From an optimization exercise on the open Yosys and OpenROAD flow, aimed at small area and a short achievable clock period; shortcuts taken in it are not production practice.
RTL that was checked went through simulation tests only; none was proved equivalent to the original.
Only the layout flow was run in runs 4 to 8; the RTL was not checked for function there.
Power and IR drop assume default switching activity.

**flow/design.v**
```verilog
module test_wrapper #(
	parameter SYS_VERSION = 41,
	parameter WIDTH = 16,
	parameter NUM_SUB_MON = 3
)(
	input clk,
	input reset,
	input       [5:0] slave_address,
	input             slave_read,
	input             slave_write,
	input      [31:0] slave_writedata,
	output reg [31:0] slave_readdata,
	output [15:0] dut_a,
	output [15:0] dut_b,
	input  [15:0] dut_out
);
	wire writing = ~slave_read && slave_write;
	wire reading = slave_read && ~slave_write;
	reg [31:0] ctrl;
	reg        fsel;
	reg [15:0] man_a, man_b, set_a, set_b, clr_a, clr_b;
	always @(posedge clk)
		if (writing) begin
			if (slave_address == 6'h00) ctrl  <= slave_writedata;
			if (slave_address == 6'h10) fsel  <= slave_writedata[0];
			if (slave_address == 6'h14) man_a <= slave_writedata[15:0];
			if (slave_address == 6'h18) man_b <= slave_writedata[15:0];
			if (slave_address == 6'h1C) set_a <= slave_writedata[15:0];
			if (slave_address == 6'h20) set_b <= slave_writedata[15:0];
			if (slave_address == 6'h24) clr_a <= slave_writedata[15:0];
			if (slave_address == 6'h28) clr_b <= slave_writedata[15:0];
		end
	wire rst    = ctrl[0];
	wire en     = ctrl[1];
	wire freeze = ctrl[2];
	reg [31:0] ra, rb;
	function [31:0] lfsr_step(input [31:0] r);
		lfsr_step = {r[0], r[31], r[30] ^ r[0], r[29:27], r[26] ^ r[0], r[25] ^ r[0], r[24:1]};
	endfunction
	always @(posedge clk)
		if (rst) begin
			ra <= 32'hCAFEF00D;
			rb <= 32'hFEEDC0DE;
		end else if (en) begin
			ra <= lfsr_step(ra);
			rb <= lfsr_step(rb);
		end
	localparam S_IDLE = 2'd0, S_READY = 2'd1, S_COUNT = 2'd2, S_DONE = 2'd3;
	reg [1:0] tstate;
	reg [3:0] delay_count;
	reg [3:0] out_count;
	wire dut_zero = ~|dut_out;
	always @(posedge clk)
		if (rst)
			tstate <= S_IDLE;
		else case (tstate)
			S_IDLE : if (dut_zero)   tstate <= S_READY;
			S_READY: if (&out_count) tstate <= S_COUNT;
			S_COUNT: if (dut_zero)   tstate <= S_DONE;
			default:                 tstate <= S_DONE;
		endcase
	always @(posedge clk)
		if (rst)
			delay_count <= 4'hF;
		else if (tstate == S_COUNT)
			delay_count <= delay_count + 1'b1;
	always @(posedge clk)
		if (rst || tstate == S_DONE || fsel)
			out_count <= 4'h0;
		else
			out_count <= out_count + 1'b1;
	reg [15:0] a_0, b_0, sa_0, sb_0, fa_0, fb_0;
	always @(posedge clk)
		if (rst || &out_count) begin
			a_0 <= 16'h0;
			b_0 <= 16'h0;
		end else begin
			a_0 <= ra[15:0];
			b_0 <= rb[15:0];
		end
	always @(posedge clk)
		if (!fsel) begin
			sa_0 <= a_0 | set_a;
			sb_0 <= b_0 | set_b;
			fa_0 <= sa_0 & ~clr_a;
			fb_0 <= sb_0 & ~clr_b;
		end else begin
			sa_0 <= man_a;
			sb_0 <= man_b;
			fa_0 <= sa_0;
			fb_0 <= sb_0;
		end
	assign dut_a = fa_0;
	assign dut_b = fb_0;
	reg [15:0] ref1, ref2;
	always @(posedge clk) begin
		ref1 <= (fa_0[0] & fb_0[0]) ? fb_0 : fa_0 + fb_0;
		ref2 <= ref1;
	end
	reg [15:0] x;
	always @(posedge clk)
		x <= dut_out ^ ref2;
	integer i;
	reg [4:0] lzc;
	always @(*) begin
		lzc = 5'd16;
		for (i = 0; i < 16; i = i + 1)
			if (x[i]) lzc = 5'd15 - i;
	end
	reg [4:0] lz1, lz2, lz3, lz4;
	always @(posedge clk) begin
		lz1 <= lzc;
		lz2 <= lz1;
		lz3 <= lz2;
		lz4 <= lz3;
	end
	reg [3:0] rdy_ctr;
	always @(posedge clk)
		if (rst)
			rdy_ctr <= 4'd0;
		else if (!rdy_ctr[3])
			rdy_ctr <= rdy_ctr + 1'b1;
	wire ready = rdy_ctr[3];
	wire sb_en = !freeze && ready;
	reg [31:0] data_ctr, error_ctr;
	reg [4:0]  acc, maxacc, minacc;
	always @(posedge clk)
		if (rst) begin
			data_ctr  <= 32'h0;
			error_ctr <= 32'h0;
		end else if (sb_en) begin
			data_ctr <= data_ctr + 1'b1;
			if (lz4 != 5'd16)
				error_ctr <= error_ctr + 1'b1;
		end
	always @(posedge clk)
		acc <= ready ? lz4 : 5'd16;
	always @(posedge clk)
		if (rst) begin
			maxacc <= 5'd0;
			minacc <= 5'd16;
		end else if (sb_en) begin
			if (acc > maxacc) maxacc <= acc;
			if (acc < minacc) minacc <= acc;
		end
	wire [31:0] dut_delay = (tstate == S_DONE) ? {28'h0, delay_count} : 32'hFFFFFFFF;
	always @(posedge clk)
		if (reading)
			case (slave_address)
				6'h00: slave_readdata <= ctrl;
				6'h04: slave_readdata <= SYS_VERSION;
				6'h2C: slave_readdata <= dut_delay;
				6'h30: slave_readdata <= data_ctr;
				6'h34: slave_readdata <= error_ctr;
				6'h38: slave_readdata <= {26'h0, maxacc[4], 1'b0, maxacc[3:0]};
				6'h3C: slave_readdata <= {26'h0, minacc[4], 1'b0, minacc[3:0]};
				default: ;
			endcase
endmodule
```
**flow/run.sh**
```bash
#!/bin/bash
# synth_recipe.tcl (not shown) runs the flow's synth.tcl, then flattens the netlist and writes it again
# the make line also repeats each setting of config.mk as NAME=value (left out here)
make -C /OpenROAD-flow-scripts/flow DESIGN_CONFIG=/design/flow/config.mk WORK_HOME=/design/flow/orfs CLKGATE_MAP_FILE= SYNTH_SCRIPT=/design/flow/synth_recipe.tcl finish
```
**flow/config.mk**
```make
export PLATFORM = sky130hd
export DESIGN_NAME = test_wrapper
export DESIGN_NICKNAME = test_wrapper
export VERILOG_FILES = /design/flow/design.v
export SDC_FILE = /design/flow/constraint.sdc
export NUM_CORES = 4
export LEC_CHECK = 0
export CAP_MARGIN = 20
export CORE_MARGIN = 2
export CORE_UTILIZATION = 40
export SETUP_SLACK_MARGIN = 1.3
export SLEW_MARGIN = 20
```
**flow/constraint.sdc**
```tcl
create_clock -name core_clock -period 3.0 [get_ports {clk}]
set_input_delay 0.6000 -clock core_clock [delete_from_list [all_inputs] [get_ports {clk}]]
set_output_delay 0.6000 -clock core_clock [all_outputs]
set_load 0.01 [all_outputs]
```
==> flow_metrics.py, run 1 <==
metrics = {
    "run_status": {
        "status": "timing/DRC/antenna clean",
    },
    "logic_synthesis": {
        "yosysTopAreaCell": "dfxtp_1",
        "synthTopCellsByArea": "dfxtp_1 (37%), edfxtp_1 (28%), nor2_1 (4.2%)",
        "synth-seq-cells": 482,
        "yosys.area_share.simple_pct": 13.5,
        "syn-num-nets": 1552,
        "synth_area_um2": 17300,
        "yosysSeqAreaShare_pct": 65.2,
        "yosys_warnings": 1,
        "synthArstFlopShare_pct": 0,
        "synth_top_family_by_area": "simple AND/OR/NAND/NOR gates",
        "synth-xor-area-share_pct": 4.62,
        "synth_compound_area_share_pct": 10.5,
        "synthCells": 1466,
        "synth-main-ff-cell": "dfxtp_1",
        "synth_edf_count": 161,
        "synth.top_cell.area_share_pct": 37.2,
        "synth.distinct_cells": 63,
        "synthAdderAreaFrac_pct": 2.03,
        "synth.avg_cell_area_um2": 11.8,
        "synthMuxAreaShare_pct": 2.03,
    },
    "power": {
        "irDropWorstVdd_uv": 329,
        "p_per_area_nw_per_um2": 597,
        "p_leak_nw": 8.47,
    },
    "floorplan": {
        "rows": 76,
        "pin_count": 122,
        "dieArea_um2": 44800,
        "core_area_um2": 42900,
        "start_util_pct": 40.3,
        "die_h_um": 212,
        "die_width_um": 212,
    },
    "place": {
        "placed_cells": 2127,
        "port_buffers": 120,
        "dp_hpwl_um": 25800,
        "gp_congestion": 0.827,
    },
    "clocking": {
        "clk_pin_slew_ns": 0.06,
        "cts-root-buf": "clkbuf_16",
        "clk_path_buf_depth": 3,
        "cts.htree.levels": 2,
        "clk_latency_ns": 0.60,
        "cts_made_buffers": 50,
        "tritoncts": "built",
        "cts.sinks": 482,
        "hold_buffers": 0,
    },
    "setup_path": {
        "required_ns": 3.45,
        "cp-end-kind": "flop",
        "start_kind": "flop",
        "path_max_fanout": 7,
        "crit_type": "flop to flop",
        "arrival_ns": 2.46,
        "r2r_cells": 7,
    },
    "sta": {
        "maxSlewHeadroom_pct": 49.4,
        "finalClockSkew_ns": 0.0214,
        "max_freq_mhz": 496,
        "final.min_clock_period_ns": 2.02,
        "finalSetupViolCount": 0,
        "min_period_over_period_pct": 67.2,
        "rsz0062_at_grt": "true",
        "tns_ns": 0,
        "worstMarginPinSlew_ns": 0.759,
        "drv_slew": 0,
        "final_hold_viol_count": 0,
    },
    "route": {
        "dr_wl_met3_um": 2270,
        "highest_layer": "met4",
        "drt_wl_total_um": 41900,
        "drc": 0,
        "drtIter0Drc": 820,
        "via_count": 11500,
        "via_per_inst": 4.96,
        "wl_met1_um": 19300,
        "route.met2.wl_um": 19300,
        "drt_pass1_iterations": 5,
        "wl_per_cell_um": 18.1,
        "ant_nets": 0,
    },
    "worst_hold_path": {
        "hold_class": "flop to flop",
        "hold_path_depth": 0,
    },
    "layout": {
        "syn2layout_area_growth_pct": 30.5,
        "final_cells": 2310,
        "num_antenna_cells": 0,
        "final_common_cell": "dfxtp_1",
        "fin_nets": 1769,
        "fin_util_pct": 52.5,
        "layout-drive-gt1-share_pct": 25.0,
        "mostFrequentLayoutCells": "dfxtp_1 (276), nor2_1 (177), edfxtp_1 (161)",
    },
    "run": {
        "maxCapViolCount": 0,
    },
    "global_route": {
        "antenna_found_initial": 0,
        "grt_usage_pct": 18.2,
        "grt_max_degree": 151,
        "grt_pass1_wl_um": 62600,
        "first_global_vias": 11000,
        "overflow": 0,
    },
}
kinds of logic after synthesis:
family / after synthesis
flip-flops: 482
adder cells (fa/ha/maj): 28
multiplexers: 35
buffers and inverters: 89
AND/OR/NAND/NOR: 476
XOR/XNOR: 91
AO/OA/AOI/OAI: 265
metal layers:
metal  vias up  track usage (%)
met5         -                0
met4         0             6.36
met3        67             3.31
met2       268             28.9
met1      5534             25.1
li1       5583                -
area by class of cell:
cell class	count	area [um2]
timing repair buffer	231	2250
clock inverter	24	342
multi-input combinational	895	6360
tap	585	732
inverter	23	86.3
sequential	482	11400
fill	3676	20400
clock buffer	70	1380
where the power goes:
group | leakage [nW] | internal (mW) | switching (mW)
Clock | 0.828 | 3.77 | 2.59
Sequential | 4.12 | 6.77 | 0.0280
Combinational | 3.52 | 0.141 | 0.154
sequential cells by signal, summed over array words and instances, names as in the netlist, 32 cells and up:
name            flops
data_ctr           32
error_ctr          32
ra                 32
rb                 32
slave_readdata     32
ctrl               32
synthesized netlist by cell type, types with 8 or more instances:
master and count:
buf_2 12, o21ai_0 51, a211o_1 42, xor2_1 64
a21boi_0 34, nand4_1 15, nand2_1 86, and3_1 13
nor2_1 193, or3_1 11, nor3_1 9, nand3_1 26
nor4_1 8, edfxtp_1 161, and2_1 42, ha_1 28
xnor2_1 27, dfxtp_1 321, nor2b_1 41, a21oi_1 57
clkbuf_1 49, a22oi_1 32, mux2i_1 35, inv_1 22
worst paths after layout:
path              startpoint            end  slack, ns
setup / recovery     ctrl[2]  error_ctr[31]       0.98
hold / removal      ref1[10]       ref2[10]       0.32
setup reg to reg     ctrl[2]  error_ctr[31]       0.98
hold reg to reg     ref1[10]       ref2[10]       0.32
critical path: stages, from the launching register on:
cell      delay (ns)
edfxtp_1        0.44
nand2b_4        0.22
a21oi_4         0.20
and4_4          0.34
and2_4          0.24
nand4_1         0.19
xor2_1          0.18
nor2_1          0.05
stage by stage:
stage	setup WS [ns]	cell area, um2	hold WS (ns)	total power [mW]
final	0.984	22500	0.321	13.5
after global routing	0.849	22500	0.325	13.9
after CTS	1.02	22000	0.322	13.6
after detailed placement	0.334	19400	0.312	7.23
after global placement	0.365	19400	0.312	7.23
after floorplan	0.188	17500	0.310	7.06
repair_timing:
| action | CTS | global route |
|---|---|---|
| pin swaps | 50 | 41 |
| gates cloned | 2 | 4 |
| endpoints found under the setup margin | 322 | 310 |
| buffers inserted | 55 | 28 |
| gates resized for setup | 446 | 78 |
| hold endpoints to repair | 0 | 0 |
==> run 2, diff against run 1 <==
--- a/flow/config.mk
+++ b/flow/config.mk
@@ -5,6 +5,7 @@
 export SDC_FILE = /design/flow/constraint.sdc
 export NUM_CORES = 4
 export LEC_CHECK = 0
+export ABC_CLOCK_PERIOD_IN_PS = 1500
 export CAP_MARGIN = 20
 export CORE_MARGIN = 2
 export CORE_UTILIZATION = 40
==> run 2 against run 1 <==
Critical path depth unchanged. Largest power group unchanged. Combinational power hardly changed. Cell count unchanged. Worst setup slack did not move. Register-to-register slack barely moved. Flip-flop and latch count did not move. Non-clock buffer count unchanged. Routed wire length stayed put. Clock skew stayed put. Utilization stayed put.
==> flow_metrics.py, run 2 <==
metrics = {
    "run_status": {
        "status": "timing/DRC/antenna clean",
    },
    "logic_synthesis": {
        "yosysSeqAreaShare_pct": 65.2,
        "yosysMostFrequentCell": "dfxtp_1",
        "yosys_warnings": 1,
        "yosysTopAreaCell": "dfxtp_1",
        "synthCells": 1466,
        "synth_commonest_cells": "dfxtp_1 (321), nor2_1 (193), edfxtp_1 (161), nand2_1 (86), xor2_1 (64)",
        "synth_edf_count": 161,
        "syn-num-nets": 1552,
        "synth.distinct_cells": 63,
        "synthArstFlopShare_pct": 0,
        "synthTopCellsByArea": "dfxtp_1 (37%), edfxtp_1 (28%), nor2_1 (4.2%)",
        "synth-seq-cells": 482,
        "synth_area_um2": 17300,
        "synth.top_cell.area_share_pct": 37.2,
        "synth-main-ff-cell": "dfxtp_1",
        "synth.avg_cell_area_um2": 11.8,
    },
    "worst_hold_path": {
        "hold_class": "flop to flop",
        "min-delay-start": "ref1[10]",
        "hold_path_depth": 0,
    },
    "setup_path": {
        "arrival_ns": 2.46,
        "reg2reg_to": "error_ctr[31]",
        "r2r_cells": 7,
        "cp-end-kind": "flop",
        "required_ns": 3.45,
        "path_max_fanout": 7,
        "r2r-start": "ctrl[2]",
        "crit_type": "flop to flop",
        "reg2reg_slack_ns": 0.98,
        "worstSetupStartpoint": "ctrl[2]",
        "crit_end": "error_ctr[31]",
        "start_kind": "flop",
    },
    "layout": {
        "layout-drive-gt1-share_pct": 25.0,
        "final_common_cell": "dfxtp_1",
        "mostFrequentLayoutCells": "dfxtp_1 (276), nor2_1 (177), edfxtp_1 (161)",
        "syn2layout_area_growth_pct": 30.5,
        "num_antenna_cells": 0,
        "fin_nets": 1769,
    },
    "clocking": {
        "clk_latency_ns": 0.60,
        "cts.sinks": 482,
        "cts.htree.levels": 2,
        "cts_made_buffers": 50,
        "hold_buffers": 0,
        "clk_path_buf_depth": 3,
        "tritoncts": "built",
        "clk_pin_slew_ns": 0.06,
        "cts-root-buf": "clkbuf_16",
    },
    "global_route": {
        "first_global_vias": 11000,
        "grt_pass1_wl_um": 62600,
        "grt_max_degree": 151,
        "antenna_found_initial": 0,
        "grt_usage_pct": 18.2,
        "overflow": 0,
    },
    "power": {
        "irDropWorstVdd_uv": 329,
        "p_leak_nw": 8.47,
        "power_frac_seq_pct": 50.5,
        "combinationalPowerShare_pct": 2.2,
        "p_int_mw": 10.7,
        "p_sw_share_pct": 20.6,
        "p_clk_share_pct": 47.3,
        "p_per_area_nw_per_um2": 597,
        "switching_power_mw": 2.78,
    },
    "route": {
        "via_per_inst": 4.96,
        "ant_nets": 0,
        "drt_pass1_iterations": 5,
        "drc": 0,
        "wl_per_cell_um": 18.1,
        "drtIter0Drc": 820,
        "via_count": 11500,
        "drt_wl_total_um": 41900,
    },
    "sta": {
        "drv_slew": 0,
        "tns_ns": 0,
        "min_period_over_period_pct": 67.2,
        "final_hold_viol_count": 0,
        "worstMarginPinSlew_ns": 0.759,
        "whs_ns": 0.321,
        "final.min_clock_period_ns": 2.02,
        "rsz0062_at_grt": "true",
        "finalSetupViolCount": 0,
        "finalClockSkew_ns": 0.0214,
        "maxSlewHeadroom_pct": 49.4,
        "max_freq_mhz": 496,
    },
    "floorplan": {
        "start_util_pct": 40.3,
        "rows": 76,
        "pin_count": 122,
        "core_area_um2": 42900,
        "dieArea_um2": 44800,
        "die_h_um": 212,
        "die_width_um": 212,
    },
    "run": {
        "maxCapViolCount": 0,
    },
    "place": {
        "port_buffers": 120,
        "gp_congestion": 0.827,
        "dp_hpwl_um": 25800,
    },
}
## run 2: cell counts in the layout (fill, tap and decap cells not counted)
No cell type changed its count.
## run 2: metrics by stage
stage | power, mW | instance area, um2 | utilization, % | std cells | setup slack (ns)
6_report | 13.5 | 22500 | 52.5 | 2310 | 0.984
5_1_grt | 13.9 | 22500 | 52.5 | 2310 | 0.849
4_1_cts | 13.6 | 22000 | 51.2 | 2278 | 1.02
3_5_place_dp | 7.23 | 19400 | 45.3 | 2127 | 0.334
3_3_place_gp | 7.23 | 19400 | 45.3 | 2127 | 0.365
2_1_floorplan | 7.06 | 17500 | - | 1466 | 0.188
## run 2: metal layers
| metal | GRT usage (%) | routed length (um) | share of wire [%] | vias up |
|---|---|---|---|---|
| met4 | 6.36 | 1010 | 2.4 | 0 |
| li1 | - | - | - | 5583 |
| met5 | 0 | 0 | 0 | - |
| met1 | 25.1 | 19300 | 46 | 5534 |
| met2 | 28.9 | 19300 | 46 | 268 |
| met3 | 3.31 | 2270 | 5.4 | 67 |
## run 2: worst max-delay path: stages, from the launching register on
cell and delay, ns:
edfxtp_1 0.44, nand2b_4 0.22, a21oi_4 0.20, and4_4 0.34, and2_4 0.24, nand4_1 0.19, xor2_1 0.18, nor2_1 0.05
## run 2: logic make-up (layout without fill, tap and decap cells)
family	count (synthesis)	after routing	share of synthesized area, %
AO/OA/AOI/OAI	265	265	10.5
XOR/XNOR	91	91	4.62
adder cells (fa/ha/maj)	28	28	2.03
buffers and inverters	89	348	2.14
flip-flops	482	482	65.2
multiplexers	35	35	2.03
AND/OR/NAND/NOR	476	476	13.5
## run 2: repair_timing
item / in CTS / in global routing
gates resized for setup: 446 / 78
endpoints found under the hold margin: 0 / 0
buffers inserted: 55 / 28
endpoints found under the setup margin: 322 / 310
pin swaps: 50 / 41
cloned: 2 / 4
## run 2: power by group through the flow
stage	combinational (mW)	sequential [mW]	clock, mW
after floorplan	0.108	6.96	0
after global placement	0.265	6.96	0
after detailed placement	0.269	6.96	0
after CTS	0.283	6.80	6.51
after global routing	0.316	6.80	6.79
final	0.295	6.80	6.36
## run 2: layout make-up
type / instances / area [um2]
clock buffer: 70 / 1380
clock inverter: 24 / 342
fill: 3676 / 20400
inverter: 23 / 86.3
multi-input combinational: 895 / 6360
sequential: 482 / 11400
tap: 585 / 732
timing repair buffer: 231 / 2250
## run 2: how the worst min path moves through the flow
| stage | to |
|---|---|
| final | ref2[10] |
| after global routing | ref2[3] |
| after CTS | ref2[0] |
| after detailed placement | ref2[13] |
| after global placement | ref2[12] |
| after floorplan | lz4[2] |
==> run 3, diff against run 2 <==
--- a/flow/config.mk
+++ b/flow/config.mk
@@ -5,9 +5,7 @@
 export SDC_FILE = /design/flow/constraint.sdc
 export NUM_CORES = 4
 export LEC_CHECK = 0
-export ABC_CLOCK_PERIOD_IN_PS = 1500
 export CAP_MARGIN = 20
 export CORE_MARGIN = 2
 export CORE_UTILIZATION = 40
-export SETUP_SLACK_MARGIN = 1.3
 export SLEW_MARGIN = 20
==> run 3 against run 2 <==
Sequential power about the same. Critical path depth unchanged. Count of clock-buffer cells in the layout down 4. Via count down 5.5%. Worst setup slack worse by 0.45 ns. First-iteration DRC count up 0.24%. Still clean.
==> flow_metrics.py, run 3 <==
metrics = {
    "run_status": {
        "status": "timing/DRC/antenna clean",
    },
    "clocking": {
        "cts_setup_buffers": 0,
        "cts.htree.levels": 2,
        "cts.sinks": 482,
        "cts-root-buf": "clkbuf_16",
        "hold_buffers": 0,
        "cts_made_buffers": 47,
        "clk_pin_slew_ns": 0.06,
        "clk_path_buf_depth": 3,
        "tritoncts": "built",
        "post_cts_resized": 0,
        "clk_latency_ns": 0.58,
    },
    "setup_path": {
        "path_cells": "nand2b_4 > nor3_2 > nand4_2 > nor2_1 > nand3_1 > xor2_1 > nor2_1",
        "critPathMostFrequentCell": "nor2_1",
        "crit_type": "flop to flop",
        "cp-end-kind": "flop",
        "worstSetupStartpoint": "rdy_ctr[3]",
        "path_max_fanout": 11,
        "r2r-start": "rdy_ctr[3]",
        "required_ns": 3.46,
        "slowest_stage": "dfxtp_1",
        "arrival_ns": 2.92,
        "start_kind": "flop",
        "worst_path_largest_cell_delay_ns": 0.59,
    },
    "layout": {
        "final.fill_count": 3766,
        "fin_util_pct": 48.5,
        "fin_nets": 1679,
        "mostFrequentLayoutCells": "dfxtp_1 (321), nor2_1 (192), edfxtp_1 (161)",
        "ff_latch_area_um2": 11300,
        "layout-drive-gt1-share_pct": 6.99,
        "postLayoutCellArea_um2": 20800,
        "final_common_cell": "dfxtp_1",
        "multi_input_area_um2": 5690,
        "syn2layout_area_growth_pct": 20.5,
    },
    "logic_synthesis": {
        "synthArstFlopShare_pct": 0,
        "synth_area_um2": 17300,
        "synth_edf_count": 161,
        "synth_commonest_cells": "dfxtp_1 (321), nor2_1 (193), edfxtp_1 (161), nand2_1 (86), xor2_1 (64)",
        "yosysTopAreaCell": "dfxtp_1",
        "synthTopCellsByArea": "dfxtp_1 (37%), edfxtp_1 (28%), nor2_1 (4.2%)",
        "synthCells": 1466,
        "yosys_warnings": 1,
        "yosysMostFrequentCell": "dfxtp_1",
        "synth.avg_cell_area_um2": 11.8,
        "syn-num-nets": 1552,
        "yosysSeqAreaShare_pct": 65.2,
        "synth-seq-cells": 482,
        "synth.distinct_cells": 63,
        "synth-main-ff-cell": "dfxtp_1",
        "synth.top_cell.area_share_pct": 37.2,
    },
    "place": {
        "dpl_cell_area_um2": 19200,
        "port_buffers": 120,
        "dp_hpwl_um": 25500,
        "gp_congestion": 0.835,
    },
    "floorplan": {
        "dieArea_um2": 44800,
        "core_area_um2": 42900,
        "start_util_pct": 40.3,
        "die_width_um": 212,
        "die_h_um": 212,
        "rows": 76,
        "pin_count": 122,
    },
    "power": {
        "p_sw_share_pct": 20.0,
        "switching_power_mw": 2.61,
        "irDropWorstVdd_uv": 374,
        "p_leak_nw": 7.65,
        "p_clk_share_pct": 45.7,
        "combinationalPowerShare_pct": 1.9,
        "p_int_mw": 10.4,
        "power_frac_seq_pct": 52.3,
        "p_per_area_nw_per_um2": 626,
        "power_mw": 13.0,
    },
    "sta": {
        "worstMarginPinSlew_ns": 0.642,
        "min_period_over_period_pct": 82.1,
        "drv_slew": 0,
        "rsz0062_at_grt": "false",
        "maxSlewHeadroom_pct": 57.2,
        "final_hold_viol_count": 0,
        "finalSetupViolCount": 0,
        "final.min_clock_period_ns": 2.46,
        "finalClockSkew_ns": 0.0198,
        "tns_ns": 0,
        "max_freq_mhz": 406,
    },
    "run": {
        "maxCapViolCount": 0,
    },
    "worst_hold_path": {
        "min-delay-start": "ref1[9]",
        "hold_class": "flop to flop",
    },
    "route": {
        "drt_wl_total_um": 37700,
        "drt_pass1_iterations": 5,
        "drtIter0Drc": 822,
        "via_count": 10800,
        "ant_nets": 0,
        "wl_per_cell_um": 17.0,
        "via_per_inst": 4.88,
        "drc": 0,
    },
    "global_route": {
        "grt_pass1_wl_um": 59200,
        "first_global_vias": 10500,
        "overflow": 0,
        "antenna_found_initial": 3,
        "grt_max_degree": 92,
        "grt_usage_pct": 17.1,
    },
}
-- run 3: worst max-delay path: cells and delay by family (launching register included) --
family	cells	cell delay, ns
DFF	1	0.59
xor gates and xnor gates	1	0.16
and+or+nand+nor	6	1.59
-- run 3: layout make-up --
| class | instances | area share [%] |
|---|---|---|
| multi-input combinational | 895 | 27.3 |
| antenna | 2 | 0.0240 |
| clock inverter | 22 | 1.09 |
| clock buffer | 66 | 6.49 |
| tap | 585 | 3.52 |
| timing repair buffer | 144 | 7.00 |
| inverter | 23 | 0.415 |
| sequential | 482 | 54.1 |
-- run 3: through the flow --
| stage | setup slack (ns) | hold WS, ns | instances |
|---|---|---|---|
| finish | 0.537 | 0.324 | 2219 |
| global placement | 0.280 | 0.311 | 2129 |
| detailed placement | 0.204 | 0.312 | 2129 |
| global route | 0.305 | 0.332 | 2218 |
| floorplan | 0.151 | 0.310 | 1466 |
| CTS | 0.560 | 0.324 | 2217 |
-- run 3: cells by family (layout without fill, tap and decap cells) --
group,after synthesis,count (layout),synth area share (%)
compound gates,265,265,10.5
xor+xnor,91,91,4.62
fa+ha+maj,28,28,2.03
buf+inv,89,255,2.14
flops,482,482,65.2
mux,35,35,2.03
other cells,0,2,0
simple gates,476,476,13.5
-- run 3: layer usage --
layer  global-route usage (%)  vias up  share of wire [%]
li1                         -     5416                  -
met2                     26.8      228                 45
met5                        0        -              0.088
met1                     23.7     5116                 47
met3                     3.01       60                4.4
met4                     6.56        4                2.8
-- run 3: path summary, 6_finish.rpt --
path                                endpoint  slack, ns  cells past startpoint
worst max-delay path            data_ctr[31]       0.54                      7
worst min-delay path                 ref2[9]       0.32                      0
worst max register to register  data_ctr[31]       0.54                      7
worst min register to register       ref2[9]       0.32                      0
-- run 3: power by group through the flow --
| stage | combinational [mW] | sequential [mW] | clock (mW) |
|---|---|---|---|
| floorplan | 0.0955 | 6.95 | 0 |
| global placement | 0.253 | 6.96 | 0 |
| detailed placement | 0.255 | 6.96 | 0 |
| CTS | 0.257 | 6.82 | 6.10 |
| global route | 0.276 | 6.82 | 6.35 |
| finish | 0.253 | 6.82 | 5.95 |
==> run 4, diff against run 3 <==
--- a/flow/design.v
+++ b/flow/design.v
@@ -17,11 +17,13 @@
 	wire writing = ~slave_read && slave_write;
 	wire reading = slave_read && ~slave_write;
 	reg [31:0] ctrl;
+	wire [31:0] ctrl_next = (writing && slave_address == 6'h00) ? slave_writedata : ctrl;
 	reg        fsel;
 	reg [15:0] man_a, man_b, set_a, set_b, clr_a, clr_b;
 	always @(posedge clk)
+		ctrl <= ctrl_next;
+	always @(posedge clk)
 		if (writing) begin
-			if (slave_address == 6'h00) ctrl  <= slave_writedata;
 			if (slave_address == 6'h10) fsel  <= slave_writedata[0];
 			if (slave_address == 6'h14) man_a <= slave_writedata[15:0];
 			if (slave_address == 6'h18) man_b <= slave_writedata[15:0];
@@ -34,14 +36,19 @@
 	wire en     = ctrl[1];
 	wire freeze = ctrl[2];
 	reg [31:0] ra, rb;
+	reg        rst_d, en_d, zero_d;
 	function [31:0] lfsr_step(input [31:0] r);
 		lfsr_step = {r[0], r[31], r[30] ^ r[0], r[29:27], r[26] ^ r[0], r[25] ^ r[0], r[24:1]};
 	endfunction
+	always @(posedge clk) begin
+		rst_d <= rst;
+		en_d  <= en;
+	end
 	always @(posedge clk)
-		if (rst) begin
+		if (rst_d) begin
 			ra <= 32'hCAFEF00D;
 			rb <= 32'hFEEDC0DE;
-		end else if (en) begin
+		end else if (en_d) begin
 			ra <= lfsr_step(ra);
 			rb <= lfsr_step(rb);
 		end
@@ -69,15 +76,11 @@
 			out_count <= 4'h0;
 		else
 			out_count <= out_count + 1'b1;
-	reg [15:0] a_0, b_0, sa_0, sb_0, fa_0, fb_0;
+	reg [15:0] sa_0, sb_0, fa_0, fb_0;
 	always @(posedge clk)
-		if (rst || &out_count) begin
-			a_0 <= 16'h0;
-			b_0 <= 16'h0;
-		end else begin
-			a_0 <= ra[15:0];
-			b_0 <= rb[15:0];
-		end
+		zero_d <= rst || &out_count;
+	wire [15:0] a_0 = zero_d ? 16'h0 : ra[15:0];
+	wire [15:0] b_0 = zero_d ? 16'h0 : rb[15:0];
 	always @(posedge clk)
 		if (!fsel) begin
 			sa_0 <= a_0 | set_a;
@@ -97,9 +100,7 @@
 		ref1 <= (fa_0[0] & fb_0[0]) ? fb_0 : fa_0 + fb_0;
 		ref2 <= ref1;
 	end
-	reg [15:0] x;
-	always @(posedge clk)
-		x <= dut_out ^ ref2;
+	wire [15:0] x = dut_out ^ ref2;
 	integer i;
 	reg [4:0] lzc;
 	always @(*) begin
@@ -107,12 +108,13 @@
 		for (i = 0; i < 16; i = i + 1)
 			if (x[i]) lzc = 5'd15 - i;
 	end
-	reg [4:0] lz1, lz2, lz3, lz4;
+	reg [4:0] lz1, lz2, lz3, lz4, lz5;
 	always @(posedge clk) begin
 		lz1 <= lzc;
 		lz2 <= lz1;
 		lz3 <= lz2;
 		lz4 <= lz3;
+		lz5 <= lz4;
 	end
 	reg [3:0] rdy_ctr;
 	always @(posedge clk)
@@ -121,7 +123,9 @@
 		else if (!rdy_ctr[3])
 			rdy_ctr <= rdy_ctr + 1'b1;
 	wire ready = rdy_ctr[3];
-	wire sb_en = !freeze && ready;
+	reg sb_en;
+	always @(posedge clk)
+		sb_en <= !ctrl_next[2] && !rst && (rdy_ctr[3] || &rdy_ctr[2:0]);
 	reg [31:0] data_ctr, error_ctr;
 	reg [4:0]  acc, maxacc, minacc;
 	always @(posedge clk)
@@ -130,11 +134,11 @@
 			error_ctr <= 32'h0;
 		end else if (sb_en) begin
 			data_ctr <= data_ctr + 1'b1;
-			if (lz4 != 5'd16)
+			if (!lz5[4])
 				error_ctr <= error_ctr + 1'b1;
 		end
 	always @(posedge clk)
-		acc <= ready ? lz4 : 5'd16;
+		acc <= ready ? lz5 : 5'd16;
 	always @(posedge clk)
 		if (rst) begin
 			maxacc <= 5'd0;
--- a/flow/config.mk
+++ b/flow/config.mk
@@ -8,4 +8,5 @@
 export CAP_MARGIN = 20
 export CORE_MARGIN = 2
 export CORE_UTILIZATION = 40
+export SETUP_SLACK_MARGIN = 1.5
 export SLEW_MARGIN = 20
==> run 4 against run 3 <==
Still clean on timing, DRC and antenna. Clock power down 4.4%. Sequential power down 8.5%. Synthesized area down 5.5%. Largest power group unchanged.
==> flow_metrics.py, run 4 <==
metrics = {
    "run_status": {
        "status": "timing/DRC/antenna clean",
    },
    "worst_hold_path": {
        "hold_path_depth": 0,
        "hold_class": "flop to flop",
    },
    "setup_path": {
        "worst_path_largest_cell_delay_ns": 0.38,
        "path_cells": "ha_4 > a211o_1 > o32a_1 > a221o_1 > buf_4 > xnor2_2 > a21oi_1",
        "r2r-start": "fa_0[8]",
        "path_max_fanout": 2,
        "required_ns": 3.47,
        "arrival_ns": 2.64,
        "crit_end": "ref1[12]",
        "worst-path-stages": 7,
        "path_buf_inv": 1,
        "slowest_stage": "o32a_1",
        "crit_type": "flop to flop",
        "critPathTopFamily": "compound AO/OA/AOI/OAI gates",
        "cp-end-kind": "flop",
        "start_kind": "flop",
        "worstSetupStartpoint": "fa_0[8]",
        "r2r_cells": 7,
        "reg2reg_slack_ns": 0.83,
        "reg2reg_to": "ref1[12]",
    },
    "floorplan": {
        "die_width_um": 206,
        "start_util_pct": 40.8,
        "core_area_um2": 40000,
        "rows": 73,
        "pin_count": 122,
        "dieArea_um2": 42400,
        "die_h_um": 206,
    },
    "clocking": {
        "clk_path_buf_depth": 3,
        "cts-root-buf": "clkbuf_16",
        "cts.htree.levels": 2,
        "cts_made_buffers": 46,
        "cts.sinks": 443,
        "clk_latency_ns": 0.58,
        "tritoncts": "built",
        "clk_pin_slew_ns": 0.06,
    },
    "sta": {
        "maxSlewHeadroom_pct": 44.0,
        "worstMarginPinSlew_ns": 0.840,
        "finalClockSkew_ns": 0.0204,
        "finalSetupViolCount": 0,
        "final.min_clock_period_ns": 2.17,
        "tns_ns": 0,
        "final_hold_viol_count": 0,
        "whs_ns": 0.321,
        "drv_slew": 0,
        "rsz0062_at_grt": "true",
        "min_period_over_period_pct": 72.2,
        "max_freq_mhz": 462,
    },
    "power": {
        "p_per_area_nw_per_um2": 538,
        "power_mw": 12.2,
        "irDropWorstVdd_uv": 468,
        "p_leak_nw": 8.69,
    },
    "logic_synthesis": {
        "yosysMostFrequentCell": "dfxtp_1",
        "synth_area_um2": 16300,
        "synthCells": 1410,
        "yosys_warnings": 1,
        "synthArstFlopShare_pct": 0,
        "synth.top_cell.area_share_pct": 34.7,
        "synth_edf_count": 160,
        "synth-main-ff-cell": "dfxtp_1",
        "synth-seq-cells": 443,
        "synth.distinct_cells": 60,
        "synthTopCellsByArea": "dfxtp_1 (35%), edfxtp_1 (29%), nand2_1 (3.4%)",
        "synth.avg_cell_area_um2": 11.6,
        "yosysSeqAreaShare_pct": 64.2,
        "yosysTopAreaCell": "dfxtp_1",
        "syn-num-nets": 1497,
        "synth_commonest_cells": "dfxtp_1 (283), edfxtp_1 (160), nand2_1 (147), nor2_1 (127), a21oi_1 (68)",
    },
    "place": {
        "gp_congestion": 0.875,
        "dp_hpwl_um": 25600,
        "port_buffers": 120,
    },
    "route": {
        "drt_pass1_iterations": 5,
        "drc": 0,
        "wl_per_cell_um": 19.5,
        "drtIter0Drc": 813,
        "ant_nets": 0,
        "via_count": 11900,
        "via_per_inst": 5.26,
        "drt_wl_total_um": 44000,
    },
    "layout": {
        "final_common_cell": "dfxtp_1",
        "fin_util_pct": 56.9,
        "mostFrequentLayoutCells": "dfxtp_1 (210), edfxtp_1 (160), nand2_1 (134)",
        "syn2layout_area_growth_pct": 39.6,
        "layout-drive-gt1-share_pct": 33.3,
        "fin_nets": 1783,
    },
    "global_route": {
        "grt_pass1_wl_um": 66300,
        "grt_usage_pct": 20.3,
        "first_global_vias": 11800,
        "overflow": 0,
        "grt_max_degree": 65,
        "antenna_found_initial": 1,
    },
    "run": {
        "maxCapViolCount": 0,
    },
}
run 4: cell types whose count changed after synthesis, sizes merged, moves of 9 or more:
| cell | change |
|---|---|
| a21oi | +10 |
| and2 | -32 |
| a22oi | -26 |
| nand3 | +9 |
| nand2 | +63 |
| o21ai | +10 |
| xor2 | -10 |
| nor2 | -65 |
| a221oi | +24 |
| dfxtp | -38 |
run 4: logic make-up after synthesis:
kind of cell	share of synthesized area, %
compound gates	11.2
simple gates	13.5
mux	2.30
buf+inv	2.04
fa+ha+maj	2.22
flops	64.2
xor+xnor	4.56
run 4: cell type report:
cell class              count  area, um2
diodes                      1       2.50
clock buffers              71       1360
clock inverters            15        179
fillers                  3232      17200
inverters                  21       86.3
multi-input cells         886       6790
flip-flops and latches    443      10700
well taps                 525        657
repair buffers            296       3010
repair inverters            2       15.0
run 4: report_power, final:
part	total, mW	switching, mW	leakage, nW	internal (mW)
clock	5.69	2.37	0.743	3.32
combinational	0.321	0.160	4.13	0.162
sequential	6.24	0.0176	3.82	6.22
run 4: per-layer routing:
layer | GRT usage (%) | wire (um) | vias up
met1 | 26.8 | 19300 | 5863
met4 | 7.55 | 1340 | 0
met3 | 3.37 | 2040 | 95
met5 | 0 | 0 | -
met2 | 33.6 | 21400 | 322
li1 | - | - | 5598
run 4: worst min path at each step:
| stage | from | to | slack (ns) |
|---|---|---|---|
| finish | lz3[0] | lz4[0] | 0.32 |
| global route | ref1[2] | ref2[2] | 0.33 |
| CTS | ref1[1] | ref2[1] | 0.33 |
| detailed placement | ref1[14] | ref2[14] | 0.31 |
| global placement | lz1[3] | lz2[3] | 0.31 |
| floorplan | lz1[0] | lz2[0] | 0.31 |
run 4: through the flow:
stage	instances	cell area, um2	setup slack (ns)
6_report	2260	22800	0.833
2_1_floorplan	1410	16700	0.0108
4_1_cts	2223	22000	0.879
5_1_grt	2260	22800	0.803
3_3_place_gp	2024	18600	0.132
3_5_place_dp	2024	18600	0.0540
run 4: repair_timing:
action                                  CTS  global route
hold buffers                              0             0
setup buffers                           101            34
endpoints found under the setup margin  408           366
gates cloned                             12             2
resized for setup                       561           110
pin swaps                               122            86
==> run 5, diff against run 4 <==
--- a/flow/config.mk
+++ b/flow/config.mk
@@ -8,5 +8,5 @@
 export CAP_MARGIN = 20
 export CORE_MARGIN = 2
 export CORE_UTILIZATION = 40
-export SETUP_SLACK_MARGIN = 1.5
+export SETUP_SLACK_MARGIN = 1.2
 export SLEW_MARGIN = 20
==> run 5 against run 4 <==
Die area stayed put. Critical endpoint is now ref1[13]. Non-clock buffer count fell by 98. Count of clock-buffer cells in the layout decreased by 1. Clock power down 3%. Via count fell by 6.8%. Still clean. Register-to-register slack hardly changed. Global-route usage shrank 1.8 points. Design area shrank 9.0%. First-iteration DRC count decreased by 19%.
==> flow_metrics.py, run 5 <==
metrics = {
    "logic_synthesis": {
        "synth.top_cell.area_share_pct": 34.7,
        "yosysTopAreaCell": "dfxtp_1",
        "synth_area_um2": 16300,
        "synthTopCellsByArea": "dfxtp_1 (35%), edfxtp_1 (29%), nand2_1 (3.4%)",
        "syn-num-nets": 1497,
        "synth_commonest_cells": "dfxtp_1 (283), edfxtp_1 (160), nand2_1 (147), nor2_1 (127), a21oi_1 (68)",
        "yosys_warnings": 1,
        "synthArstFlopShare_pct": 0,
        "synth.distinct_cells": 60,
        "synthCells": 1410,
        "yosysMostFrequentCell": "dfxtp_1",
        "synth_edf_count": 160,
        "synth-main-ff-cell": "dfxtp_1",
        "synth.avg_cell_area_um2": 11.6,
        "yosysSeqAreaShare_pct": 64.2,
        "synth-seq-cells": 443,
    },
    "route": {
        "drc": 0,
        "drtIter0Drc": 659,
        "via_per_inst": 5.13,
        "ant_nets": 0,
        "wl_per_cell_um": 18.5,
        "drt_pass1_iterations": 7,
        "drt_wl_total_um": 39800,
        "via_count": 11100,
    },
    "sta": {
        "tns_ns": 0,
        "finalSetupViolCount": 0,
        "min_period_over_period_pct": 71.8,
        "final.min_clock_period_ns": 2.15,
        "rsz0062_at_grt": "true",
        "maxSlewHeadroom_pct": 42.5,
        "final_hold_viol_count": 0,
        "finalClockSkew_ns": 0.0216,
        "max_freq_mhz": 464,
        "worstMarginPinSlew_ns": 0.862,
        "drv_slew": 0,
    },
    "run_status": {
        "status": "timing/DRC/antenna clean",
    },
    "floorplan": {
        "rows": 73,
        "core_area_um2": 40000,
        "pin_count": 122,
        "die_h_um": 206,
        "die_width_um": 206,
        "dieArea_um2": 42400,
        "start_util_pct": 40.8,
    },
    "global_route": {
        "grt-busiest-layer": "met2",
        "grt_pass1_wl_um": 60100,
        "first_global_vias": 10600,
        "overflow": 0,
        "grt_usage_pct": 18.5,
        "use_met2_pct": 29.8,
        "grt_max_degree": 78,
        "antenna_found_initial": 4,
        "use_met1_pct": 25.4,
        "gr-usage-met3_pct": 3.17,
    },
    "setup_path": {
        "path_max_fanout": 4,
        "required_ns": 3.42,
        "r2r-start": "fb_0[6]",
        "start_kind": "flop",
        "cp-end-kind": "flop",
        "path_cells": "ha_2 > o21a_1 > o21a_1 > o32a_1 > a221o_1 > a21oi_2 > xor2_1 > o21ai_1",
        "critPathMostFrequentCell": "o21a_1",
        "crit_type": "flop to flop",
        "slowest_stage": "dfxtp_4",
        "reg2reg_slack_ns": 0.85,
        "r2r_cells": 8,
        "reg2reg_to": "ref1[13]",
        "worst_path_largest_cell_delay_ns": 0.37,
        "arrival_ns": 2.58,
    },
    "layout": {
        "final.fill_count": 3445,
        "syn2layout_area_growth_pct": 27.0,
        "fin_nets": 1681,
        "layout-drive-gt1-share_pct": 20.4,
        "num_antenna_cells": 0,
        "mostFrequentLayoutCells": "dfxtp_1 (226), edfxtp_1 (160), nand2_1 (142)",
        "final_common_cell": "dfxtp_1",
    },
    "run": {
        "maxCapViolCount": 0,
    },
    "place": {
        "dp_hpwl_um": 25400,
        "gp_congestion": 0.815,
        "port_buffers": 120,
    },
    "clocking": {
        "clk_latency_ns": 0.55,
        "cts.sinks": 443,
        "clk_path_buf_depth": 3,
        "cts.htree.levels": 2,
        "cts_made_buffers": 46,
        "clk_pin_slew_ns": 0.06,
        "tritoncts": "built",
        "hold_buffers": 0,
        "cts-root-buf": "clkbuf_16",
    },
    "power": {
        "switching_power_mw": 2.45,
        "combinationalPowerShare_pct": 2.3,
        "irDropWorstVdd_uv": 375,
        "power_frac_seq_pct": 52.0,
        "p_per_area_nw_per_um2": 581,
        "p_leak_nw": 7.75,
        "p_int_mw": 9.59,
        "p_clk_share_pct": 45.7,
        "power_mw": 12.0,
        "p_sw_share_pct": 20.3,
    },
    "worst_hold_path": {
        "hold_path_depth": 0,
        "hold_class": "flop to flop",
        "holdPathEnd": "ref2[1]",
        "min-delay-start": "ref1[1]",
    },
}
## run 5: changes by cell type in the layout (fill, tap and decap cells not counted), moves of 11 or more
cell / delta
buf_6: -82
buf_4: -34
a221oi_1: +26
dfxtp_4: -26
clkdlybuf4s15_1: +25
buf_2: -23
a221oi_2: -17
clkdlybuf4s15_2: +16
dfxtp_1: +16
nand3_1: +16
nor2_4: -11
## run 5: kinds of logic (layout without fill, tap and decap cells)
kind of cell               count (synthesis)  in the layout  synth area share [%]
adders and majority gates                 29             29                  2.22
muxes                                     37             37                  2.30
AOI/OAI and AO/OA                        274            274                  11.2
xor gates and xnor gates                  85             85                  4.56
buffers and inverters                     83            304                  2.04
DFF                                      443            443                  64.2
and+or+nand+nor                          459            459                  13.5
## run 5: worst max-delay path by stage
stage               endpoint             start  slack, ns  cells past startpoint
floorplan              sb_en  slave_address[1]       0.01                      5
global placement    ctrl[30]  slave_address[1]       0.12                      5
detailed placement  ctrl[30]  slave_address[1]       0.12                      5
CTS                 ref1[13]           fb_0[7]       0.86                      7
global route        ref1[13]           fa_0[8]       0.80                      7
finish              ref1[13]           fb_0[6]       0.85                      8
## run 5: final cells by class
type                    count  area [um2]  area share [%]
inverters                  21        82.6           0.399
repair buffers            198        1990            9.58
clock buffers              70        1400            6.73
flip-flops and latches    443       10600            51.1
well taps                 525         657            3.17
multi-input cells         884        5900            28.5
clock inverters            15         103           0.495
## run 5: per-stage QoR
stage | hold slack, ns | cells | instance area [um2] | util, % | worst slack [ns]
global route | 0.332 | 2156 | 20700 | 51.8 | 0.797
floorplan | 0.310 | 1410 | 16400 | - | 0.0108
detailed placement | 0.312 | 2017 | 18300 | 45.7 | 0.120
finish | 0.316 | 2156 | 20700 | 51.8 | 0.846
global placement | 0.312 | 2017 | 18300 | 45.7 | 0.119
CTS | 0.318 | 2137 | 20400 | 51.1 | 0.864
## run 5: power by group through the flow
| stage | logic [mW] | clock network, mW | registers (mW) |
|---|---|---|---|
| after detailed placement | 0.253 | 0 | 6.41 |
| after global placement | 0.250 | 0 | 6.41 |
| after global routing | 0.296 | 5.88 | 6.26 |
| after CTS | 0.269 | 5.64 | 6.27 |
| final | 0.275 | 5.50 | 6.26 |
| after floorplan | 0.0925 | 0 | 6.40 |
## run 5: what timing repair did
| item | CTS | global route |
|---|---|---|
| pin swaps | 20 | 25 |
| buffers inserted | 29 | 19 |
| gates resized for setup | 256 | 98 |
| cloned | 6 | 0 |
| setup endpoints to repair | 225 | 173 |
## run 5: worst max-delay path, delay by kind of cell (launching register included)
kind,cells,cell delay [ns]
compound gates,6,1.13
flops,1,0.37
fa+ha+maj,1,0.31
xor+xnor,1,0.21
## run 5: metal layers
metal | vias up | routed length [um]
met1 | 5314 | 17800
met3 | 59 | 2450
li1 | 5406 | -
met4 | 0 | 1010
met2 | 289 | 18500
met5 | - | 0
==> run 6, diff against run 5 <==
--- a/flow/design.v
+++ b/flow/design.v
@@ -95,9 +95,24 @@
 		end
 	assign dut_a = fa_0;
 	assign dut_b = fb_0;
+	function [15:0] add16(input [15:0] a, input [15:0] b);
+		reg [15:0] g, p;
+		integer l, k;
+		begin
+			g = a & b;
+			p = a ^ b;
+			for (l = 0; l < 4; l = l + 1)
+				for (k = 0; k < 16; k = k + 1)
+					if (k[l]) begin
+						g[k] = g[k] | (p[k] & g[((k >> l) << l) - 1]);
+						p[k] = p[k] & p[((k >> l) << l) - 1];
+					end
+			add16 = (a ^ b) ^ {g[14:0], 1'b0};
+		end
+	endfunction
 	reg [15:0] ref1, ref2;
 	always @(posedge clk) begin
-		ref1 <= (fa_0[0] & fb_0[0]) ? fb_0 : fa_0 + fb_0;
+		ref1 <= (fa_0[0] & fb_0[0]) ? fb_0 : add16(fa_0, fb_0);
 		ref2 <= ref1;
 	end
 	wire [15:0] x = dut_out ^ ref2;
==> run 6 against run 5 <==
Synthesized area fell by 0.12%. Non-clock buffer count is 26 higher. Routed wire length grew 1.5%. Count of clock-buffer cells in the layout shrank 5. First-iteration DRC count rose by 2.7%. Cell count is 1.0% higher. Fmax fell by 1.5%. Global-route usage grew 0.21 points. Sequential power about the same. Critical path depth grew 1. Critical endpoint is now ref1[8].
==> flow_metrics.py, run 6 <==
metrics = {
    "run_status": {
        "status": "timing/DRC/antenna clean",
    },
    "global_route": {
        "first_global_vias": 10900,
        "overflow": 0,
        "grt_pass1_wl_um": 60500,
        "grt_max_degree": 79,
        "antenna_found_initial": 3,
        "grt_usage_pct": 18.7,
    },
    "power": {
        "p_per_area_nw_per_um2": 581,
        "irDropWorstVdd_uv": 351,
        "p_leak_nw": 8.08,
        "power_mw": 12.2,
    },
    "layout": {
        "num_antenna_cells": 0,
        "mostFrequentLayoutCells": "dfxtp_1 (218), edfxtp_1 (160), nand2_1 (142)",
        "postLayoutCellArea_um2": 21100,
        "final.fill_count": 3473,
        "fin_nets": 1705,
        "layout-drive-gt1-share_pct": 25.0,
        "fin_util_pct": 52.7,
        "syn2layout_area_growth_pct": 29.4,
        "final_common_cell": "dfxtp_1",
    },
    "route": {
        "highest_layer": "met4",
        "dr_wl_met3_um": 1990,
        "wl_met1_um": 17900,
        "drt_wl_total_um": 40400,
        "wl_per_cell_um": 18.5,
        "ant_nets": 0,
        "drt_pass1_iterations": 5,
        "drtIter0Drc": 677,
        "route.met2.wl_um": 19400,
        "drc": 0,
        "via_count": 11100,
        "via_per_inst": 5.10,
    },
    "sta": {
        "whs_ns": 0.325,
        "final.min_clock_period_ns": 2.19,
        "finalClockSkew_ns": 0.0127,
        "final_hold_viol_count": 0,
        "max_freq_mhz": 457,
        "tns_ns": 0,
        "rsz0062_at_grt": "true",
        "maxSlewHeadroom_pct": 43.4,
        "finalSetupViolCount": 0,
        "drv_slew": 0,
        "worstMarginPinSlew_ns": 0.848,
        "min_period_over_period_pct": 72.9,
    },
    "floorplan": {
        "die_h_um": 206,
        "die_width_um": 206,
        "dieArea_um2": 42400,
        "pin_count": 122,
        "rows": 73,
        "start_util_pct": 40.7,
        "core_area_um2": 40000,
    },
    "logic_synthesis": {
        "synthArstFlopShare_pct": 0,
        "synth_commonest_cells": "dfxtp_1 (283), edfxtp_1 (160), nand2_1 (146), nor2_1 (135), a21oi_1 (63)",
        "synth.distinct_cells": 58,
        "yosys_warnings": 1,
        "synth.avg_cell_area_um2": 11.6,
        "synth.top_cell.area_share_pct": 34.8,
        "yosysTopAreaCell": "dfxtp_1",
        "synth-main-ff-cell": "dfxtp_1",
        "syn-num-nets": 1493,
        "synth_area_um2": 16300,
        "synthCells": 1403,
        "synthTopCellsByArea": "dfxtp_1 (35%), edfxtp_1 (29%), nand2_1 (3.4%)",
        "yosysMostFrequentCell": "dfxtp_1",
        "yosysSeqAreaShare_pct": 64.3,
        "synth-seq-cells": 443,
        "synth_edf_count": 160,
    },
    "clocking": {
        "cts-root-buf": "clkbuf_16",
        "cts.htree.levels": 2,
        "clk_pin_slew_ns": 0.06,
        "cts.sinks": 443,
        "cts_made_buffers": 47,
        "clk_latency_ns": 0.57,
        "clk_path_buf_depth": 3,
        "hold_buffers": 0,
        "tritoncts": "built",
    },
    "setup_path": {
        "start_kind": "flop",
        "path_max_fanout": 3,
        "arrival_ns": 2.69,
        "crit_type": "flop to flop",
        "cp-end-kind": "flop",
        "required_ns": 3.51,
    },
    "worst_hold_path": {
        "hold_class": "flop to flop",
    },
    "place": {
        "dp_hpwl_um": 25700,
        "dpl_cell_area_um2": 18300,
        "gp_congestion": 0.795,
        "port_buffers": 120,
    },
    "run": {
        "maxCapViolCount": 0,
    },
}
run 6: cell types whose count changed after synthesis, sizes merged, moves of 6 or more:
| cell | change |
|---|---|
| a21oi | -6 |
| and3 | -8 |
| buf | -7 |
| clkbuf | +6 |
| nand3 | -7 |
| nand4 | +6 |
| nor2 | +6 |
| xnor2 | +8 |
run 6: final timing paths:
path,from,to,slack [ns],cells after the start
max,fa_0[4],ref1[8],0.81,9
max reg2reg,fa_0[4],ref1[8],0.81,9
min,lz3[0],lz4[0],0.33,0
min reg2reg,lz3[0],lz4[0],0.33,0
run 6: timing repair:
action                                  CTS  global route
setup buffers                            48            25
resized for setup                       375            93
gates cloned                              4             1
pin swaps                                25            42
endpoints found under the setup margin  235           188
run 6: layout make-up:
class	instances	area [um2]	share of cell area (%)
flip-flops and latches	443	10700	50.5
multi-input cells	874	6040	28.6
repair buffers	224	2090	9.91
clock buffers	65	1380	6.54
well taps	525	657	3.11
clock inverters	22	171	0.813
inverters	25	97.6	0.463
run 6: worst max-delay path, stage by stage, from the launching register on:
cell,delay (ns)
dfxtp_4,0.35
ha_4,0.25
a211oi_4,0.25
nor2_2,0.07
or3_4,0.36
a21oi_4,0.17
inv_2,0.05
fa_2,0.51
nand2_1,0.05
nand2_1,0.07
run 6: per-layer routing:
metal	up-vias	GRT usage (%)
met3	68	3.71
li1	5389	-
met4	0	5.51
met2	254	31.5
met5	-	0
met1	5397	24.4
run 6: report_power, final:
group,switching (mW),total [mW],internal [mW]
logic,0.138,0.270,0.132
clock network,2.33,5.73,3.39
registers,0.0235,6.25,6.22
run 6: stage by stage:
step,std cells,setup slack (ns)
floorplan,1403,-0.0108
global placement,2013,0.0506
detailed placement,2013,0.0438
CTS,2152,0.872
global route,2178,0.755
finish,2178,0.814
run 6: cell families (layout without fill, tap and decap cells):
group	count (synthesis)	after routing	share of synthesized area, %
xor+xnor	90	90	4.84
simple gates	456	456	13.4
fa+ha+maj	32	32	2.60
buf+inv	86	336	2.02
mux	39	39	2.40
compound gates	257	257	10.5
flops	443	443	64.3
==> run 7, diff against run 6 <==
--- a/flow/config.mk
+++ b/flow/config.mk
@@ -5,6 +5,7 @@
 export SDC_FILE = /design/flow/constraint.sdc
 export NUM_CORES = 4
 export LEC_CHECK = 0
+export ABC_AREA = 1
 export CAP_MARGIN = 20
 export CORE_MARGIN = 2
 export CORE_UTILIZATION = 40
==> run 7 against run 6 <==
Synthesized area is 2.6% higher. Global-route usage is 1.4 points higher. Hold slack worse by 0.0036 ns. Register-to-register slack better by 0.29 ns. Design area is 1.8% higher. Count of clock-buffer cells in the layout is 1 higher. Cell count is 13% higher. Worst setup slack better by 0.29 ns. First-iteration DRC count is 30% higher. Non-clock buffer count is 9 higher. Die area is 2.6% higher. Utilization is 0.39 points lower. Largest power group unchanged.
==> flow_metrics.py, run 7 <==
metrics = {
    "power": {
        "irDropWorstVdd_uv": 396,
        "p_leak_nw": 8.61,
        "p_per_area_nw_per_um2": 568,
    },
    "logic_synthesis": {
        "synth.avg_cell_area_um2": 9.94,
        "synth-xor-area-share_pct": 1.89,
        "synth-seq-cells": 443,
        "synthMuxAreaShare_pct": 0.0673,
        "synth_top_family_by_area": "simple AND/OR/NAND/NOR gates",
        "yosysMostFrequentCell": "nand2_1",
        "synth.top_cell.area_share_pct": 33.9,
        "synth_commonest_cells": "nand2_1 (321), dfxtp_1 (283), edfxtp_1 (160), nor2_1 (154), inv_1 (113)",
        "synth-main-ff-cell": "dfxtp_1",
        "yosysTopAreaCell": "dfxtp_1",
        "synth_compound_area_share_pct": 10.6,
        "synthArstFlopShare_pct": 0,
        "synth_edf_count": 160,
        "yosys.area_share.simple_pct": 18.2,
        "syn-num-nets": 1772,
        "synthCells": 1682,
        "yosys_warnings": 1,
        "synthAdderAreaFrac_pct": 2.53,
        "yosysSeqAreaShare_pct": 62.6,
        "synth.distinct_cells": 53,
        "synthTopCellsByArea": "dfxtp_1 (34%), edfxtp_1 (29%), nand2_1 (7.2%)",
        "synth_area_um2": 16700,
    },
    "layout": {
        "layout-drive-gt1-share_pct": 23.1,
        "fin_util_pct": 52.3,
        "syn2layout_area_growth_pct": 28.3,
        "mostFrequentLayoutCells": "nand2_1 (294), dfxtp_1 (226), edfxtp_1 (160)",
        "fin_nets": 1992,
        "final.fill_count": 3561,
        "final_cells": 2472,
        "final_common_cell": "nand2_1",
    },
    "sta": {
        "finalSetupViolCount": 0,
        "min_period_over_period_pct": 63.2,
        "final_hold_viol_count": 0,
        "rsz0062_at_grt": "true",
        "tns_ns": 0,
        "drv_slew": 0,
        "max_freq_mhz": 527,
        "final.min_clock_period_ns": 1.90,
        "worstMarginPinSlew_ns": 0.741,
        "maxSlewHeadroom_pct": 50.5,
        "whs_ns": 0.322,
        "finalClockSkew_ns": 0.0208,
    },
    "clocking": {
        "cts.sinks": 443,
        "cts-root-buf": "clkbuf_16",
        "cts.htree.levels": 2,
        "clk_pin_slew_ns": 0.06,
        "cts_made_buffers": 46,
        "clk_latency_ns": 0.58,
        "tritoncts": "built",
        "clk_path_buf_depth": 3,
    },
    "global_route": {
        "grt_max_degree": 65,
        "first_global_vias": 12200,
        "overflow": 0,
        "grt_pass1_wl_um": 68100,
        "antenna_found_initial": 2,
        "grt_usage_pct": 20.1,
    },
    "setup_path": {
        "path_cells": "ha_4 > a21oi_2 > nand2_2 > nand2_2 > nand2_4 > nand3_4 > nand2_4 > fa_2 > xnor2_1 > o21ai_1",
        "path_buf_inv": 0,
        "required_ns": 3.49,
        "crit_type": "flop to flop",
        "worst_path_largest_cell_delay_ns": 0.39,
        "slowest_stage": "fa_2",
        "path_max_fanout": 3,
        "cp-end-kind": "flop",
        "arrival_ns": 2.38,
        "critPathTopFamily": "adder cells",
        "start_kind": "flop",
    },
    "floorplan": {
        "pin_count": 122,
        "start_util_pct": 40.8,
        "core_area_um2": 41000,
        "die_width_um": 208,
        "rows": 74,
        "dieArea_um2": 43500,
        "die_h_um": 208,
    },
    "place": {
        "dp_hpwl_um": 29500,
        "gp_congestion": 0.889,
        "placed_cells": 2298,
        "port_buffers": 120,
    },
    "worst_hold_path": {
        "hold_class": "flop to flop",
    },
    "route": {
        "drc": 0,
        "wl_per_cell_um": 17.9,
        "ant_nets": 0,
        "via_count": 12700,
        "drt_pass1_iterations": 5,
        "via_per_inst": 5.14,
        "drtIter0Drc": 879,
        "drt_wl_total_um": 44200,
    },
    "run": {
        "maxCapViolCount": 0,
    },
    "run_status": {
        "status": "timing/DRC/antenna clean",
    },
}
run 7: cell count changes after synthesis, moves of 38 or more:
| cell | change |
|---|---|
| inv_1 | +89 |
| a21oi_1 | +39 |
| nand2_1 | +175 |
| nor2b_1 | -46 |
| nand3_1 | +78 |
| o21ai_0 | +48 |
| xor2_1 | -38 |
| mux2i_1 | -38 |
run 7: final timing paths:
kind	startpoint	to	slack [ns]	cells past startpoint
worst min-delay path	lz3[3]	lz4[3]	0.32	0
worst min register to register	lz3[3]	lz4[3]	0.32	0
worst max register to register	fb_0[3]	ref1[9]	1.10	10
worst max-delay path	fb_0[3]	ref1[9]	1.10	10
run 7: through the flow:
step | worst slack [ns] | total power, mW | cell area (um2)
floorplan | 0.455 | 6.50 | 16900
detailed placement | 0.143 | 6.67 | 18800
global route | 0.999 | 12.6 | 21500
finish | 1.10 | 12.2 | 21500
global placement | 0.205 | 6.67 | 18800
CTS | 1.10 | 12.3 | 21000
run 7: metal layers:
layer / track usage (%) / wire length [um] / vias up
li1: - / - / 6189
met3: 3.56 / 2570 / 75
met2: 31.6 / 20100 / 380
met4: 6.97 / 1350 / 0
met1: 28.1 / 20200 / 6065
met5: 0 / 0 / -
run 7: what timing repair did:
item / 4_1_cts / 5_1_grt
gates resized for setup: 383 / 114
hold buffers: 0 / 0
pin swaps: 54 / 41
cloned: 3 / 0
endpoints found under the setup margin: 282 / 144
buffers inserted: 60 / 25
run 7: cell type report:
type / count / area [um2] / share of cell area [%]
clock inverters: 19 / 203 / 0.944
multi-input cells: 1060 / 6220 / 29.0
repair buffers: 233 / 1970 / 9.20
flip-flops and latches: 443 / 10600 / 49.5
well taps: 532 / 666 / 3.10
clock buffers: 66 / 1310 / 6.11
diodes: 1 / 2.50 / 0.0117
inverters: 118 / 467 / 2.17
run 7: kinds of logic after synthesis:
| group | Yosys count |
|---|---|
| buffers and inverters | 179 |
| multiplexers | 1 |
| AO/OA/AOI/OAI | 306 |
| flip-flops | 443 |
| XOR/XNOR | 36 |
| adder cells (fa/ha/maj) | 32 |
| AND/OR/NAND/NOR | 685 |
run 7: worst reg2reg max path: cells and delay by family (launching register included):
family | cells | cell delay [ns]
AO/OA/AOI/OAI | 2 | 0.30
XOR/XNOR | 1 | 0.13
adder cells (fa/ha/maj) | 2 | 0.65
flip-flops | 1 | 0.36
AND/OR/NAND/NOR | 5 | 0.37
run 7: report_power, final:
group | internal [mW] | switching (mW) | total (mW)
clock | 3.32 | 2.33 | 5.65
combinational | 0.128 | 0.159 | 0.287
sequential | 6.24 | 0.0190 | 6.25
==> run 8, diff against run 7 <==
--- a/flow/design.v
+++ b/flow/design.v
@@ -96,17 +96,22 @@
 	assign dut_a = fa_0;
 	assign dut_b = fb_0;
 	function [15:0] add16(input [15:0] a, input [15:0] b);
-		reg [15:0] g, p;
+		reg [15:0] g, p, gn, pn;
 		integer l, k;
 		begin
 			g = a & b;
 			p = a ^ b;
-			for (l = 0; l < 4; l = l + 1)
+			for (l = 0; l < 4; l = l + 1) begin
+				gn = g;
+				pn = p;
 				for (k = 0; k < 16; k = k + 1)
-					if (k[l]) begin
-						g[k] = g[k] | (p[k] & g[((k >> l) << l) - 1]);
-						p[k] = p[k] & p[((k >> l) << l) - 1];
+					if (k >= (1 << l)) begin
+						gn[k] = g[k] | (p[k] & g[k - (1 << l)]);
+						pn[k] = p[k] & p[k - (1 << l)];
 					end
+				g = gn;
+				p = pn;
+			end
 			add16 = (a ^ b) ^ {g[14:0], 1'b0};
 		end
 	endfunction
--- a/flow/config.mk
+++ b/flow/config.mk
@@ -5,7 +5,6 @@
 export SDC_FILE = /design/flow/constraint.sdc
 export NUM_CORES = 4
 export LEC_CHECK = 0
-export ABC_AREA = 1
 export CAP_MARGIN = 20
 export CORE_MARGIN = 2
 export CORE_UTILIZATION = 40
==> run 8 against run 7 <==
Sequential share of layout area grew 0.17 points. Total power shrank 0.74%. Non-clock buffer count grew 10. Global-route usage shrank 1.3 points. Cell count shrank 9.9%. Largest power group unchanged. Combinational power shrank 2%. Critical path type unchanged. Routed wire length shrank 5.5%. First-iteration DRC count shrank 6.8%. Highest routed layer is now met5. Clock power shrank 1%. Largest cell class unchanged.
==> flow_metrics.py, run 8 <==
metrics = {
    "place": {
        "placed_cells": 2050,
        "gp_congestion": 0.857,
        "dp_hpwl_um": 26800,
        "port_buffers": 120,
    },
    "sta": {
        "final_hold_viol_count": 0,
        "maxSlewHeadroom_pct": 42.9,
        "final.min_clock_period_ns": 2.02,
        "max_freq_mhz": 495,
        "whs_ns": 0.325,
        "min_period_over_period_pct": 67.4,
        "tns_ns": 0,
    },
    "logic_synthesis": {
        "yosysSeqAreaShare_pct": 63.4,
        "synth-main-ff-cell": "dfxtp_1",
        "yosys_warnings": 1,
        "synth.top_cell.area_share_pct": 34.3,
        "yosysMostFrequentCell": "dfxtp_1",
        "yosysTopAreaCell": "dfxtp_1",
        "syn-num-nets": 1518,
        "synth_top_family_by_area": "simple AND/OR/NAND/NOR gates",
        "synthArstFlopShare_pct": 0,
        "synth_area_um2": 16500,
        "synthTopCellsByArea": "dfxtp_1 (34%), edfxtp_1 (29%), nand2_1 (3.5%)",
        "yosys.area_share.simple_pct": 14.2,
        "synth_edf_count": 160,
        "synthAdderAreaFrac_pct": 2.20,
        "synth-xor-area-share_pct": 4.78,
        "synth.distinct_cells": 62,
    },
    "power": {
        "p_sw_share_pct": 20.5,
        "p_per_area_nw_per_um2": 564,
        "power_frac_seq_pct": 51.6,
        "switching_power_mw": 2.48,
        "irDropWorstVdd_uv": 418,
        "p_clk_share_pct": 46.0,
    },
    "route": {
        "via_count": 11400,
        "drt_wl_total_um": 41800,
        "drt_pass1_iterations": 5,
        "ant_nets": 0,
    },
    "clocking": {
        "clk_path_buf_depth": 3,
        "tritoncts": "built",
        "clk_latency_ns": 0.56,
        "cts.htree.levels": 2,
        "cts_made_buffers": 45,
    },
    "layout": {
        "layout-drive-gt1-share_pct": 24.4,
        "fin_nets": 1745,
        "mostFrequentLayoutCells": "dfxtp_1 (218), edfxtp_1 (160), nand2_1 (146)",
        "final_cells": 2227,
        "num_antenna_cells": 0,
        "fin_util_pct": 52.7,
        "ff_latch_area_um2": 10600,
        "final_common_cell": "dfxtp_1",
    },
    "floorplan": {
        "core_area_um2": 40700,
        "dieArea_um2": 42900,
        "pin_count": 122,
        "die_width_um": 207,
    },
    "setup_path": {
        "path_cells": "ha_4 > nand4_1 > a21oi_2 > a311oi_2 > o21a_2 > or4b_1 > nand3_1",
        "path_max_fanout": 4,
        "r2r-start": "fa_0[2]",
        "crit_type": "flop to flop",
        "r2r_cells": 7,
        "reg2reg_to": "ref1[12]",
        "required_ns": 3.49,
        "reg2reg_slack_ns": 0.98,
        "arrival_ns": 2.51,
        "worst_path_largest_cell_delay_ns": 0.46,
        "cp-end-kind": "flop",
    },
    "global_route": {
        "antenna_found_initial": 2,
        "grt_pass1_wl_um": 63600,
        "grt_usage_pct": 18.9,
    },
    "run_status": {
        "status": "timing/DRC/antenna clean",
    },
    "worst_hold_path": {
        "min-delay-start": "lz2[3]",
        "hold_class": "flop to flop",
    },
}
## run 8: logic make-up after synthesis
group,after synthesis
simple gates,476
flops,443
mux,38
fa+ha+maj,29
xor+xnor,90
buf+inv,90
compound gates,265
## run 8: routing by layer
layer / track usage, % / part of all wire (%)
met3: 3.12 / 4.4
met5: 0 / 0.024
met1: 23.2 / 42
met2: 32.9 / 50
met4: 7.61 / 3.7
## run 8: critical path, delay by kind of cell, from the launching register on
family	cells	cell delay, ns
AOI/OAI and AO/OA	3	0.61
DFF	1	0.37
and+or+nand+nor	3	0.67
adders and majority gates	1	0.29
## run 8: what timing repair did
| item | CTS | global route |
|---|---|---|
| hold buffers | 0 | 0 |
| setup buffers | 44 | 43 |
| cloned | 5 | 1 |
| pin swaps | 37 | 35 |
| endpoints found under the setup margin | 284 | 254 |
| gates resized for setup | 338 | 111 |
## run 8: worst max path at each step
stage / from / endpoint / slack (ns) / cells past startpoint
after global placement: slave_address[2] / ctrl[12] / 0.08 / 5
after detailed placement: slave_address[2] / slave_readdata[3] / 0.01 / 6
after global routing: fa_0[2] / ref1[12] / 0.93 / 7
after floorplan: slave_address[1] / sb_en / 0.02 / 5
after CTS: slave_address[0] / slave_readdata[17] / 1.01 / 8
final: fa_0[2] / ref1[12] / 0.98 / 7
## run 8: final cells by class
type | instances | area share [%]
multi-input cells | 898 | 28.8
repair buffers | 243 | 10.9
clock inverters | 21 | 0.857
flip-flops and latches | 443 | 49.6
clock buffers | 63 | 6.14
well taps | 532 | 3.10
inverters | 27 | 0.490
## run 8: power by group through the flow
stage	Sequential, mW	Clock [mW]	Combinational, mW
floorplan	6.40	0	0.0955
detailed placement	6.41	0	0.259
CTS	6.26	5.70	0.278
finish	6.25	5.57	0.282
global route	6.25	5.96	0.306
global placement	6.41	0	0.255
## run 8: through the flow
step,area (um2),setup WS [ns]
2_1_floorplan,16600,0.0209
4_1_cts,20900,1.01
6_report,21500,0.978
3_5_place_dp,18500,0.0141
3_3_place_gp,18500,0.0776
5_1_grt,21500,0.928

Setup slack of run 8, layout unchanged: 0.978 ns with ideal ports, 0.978 ns with driving cells assumed (clock clkbuf_16, inputs buf_2), 0.434 ns with port delays also shifted by the 0.613 ns mid clock arrival.
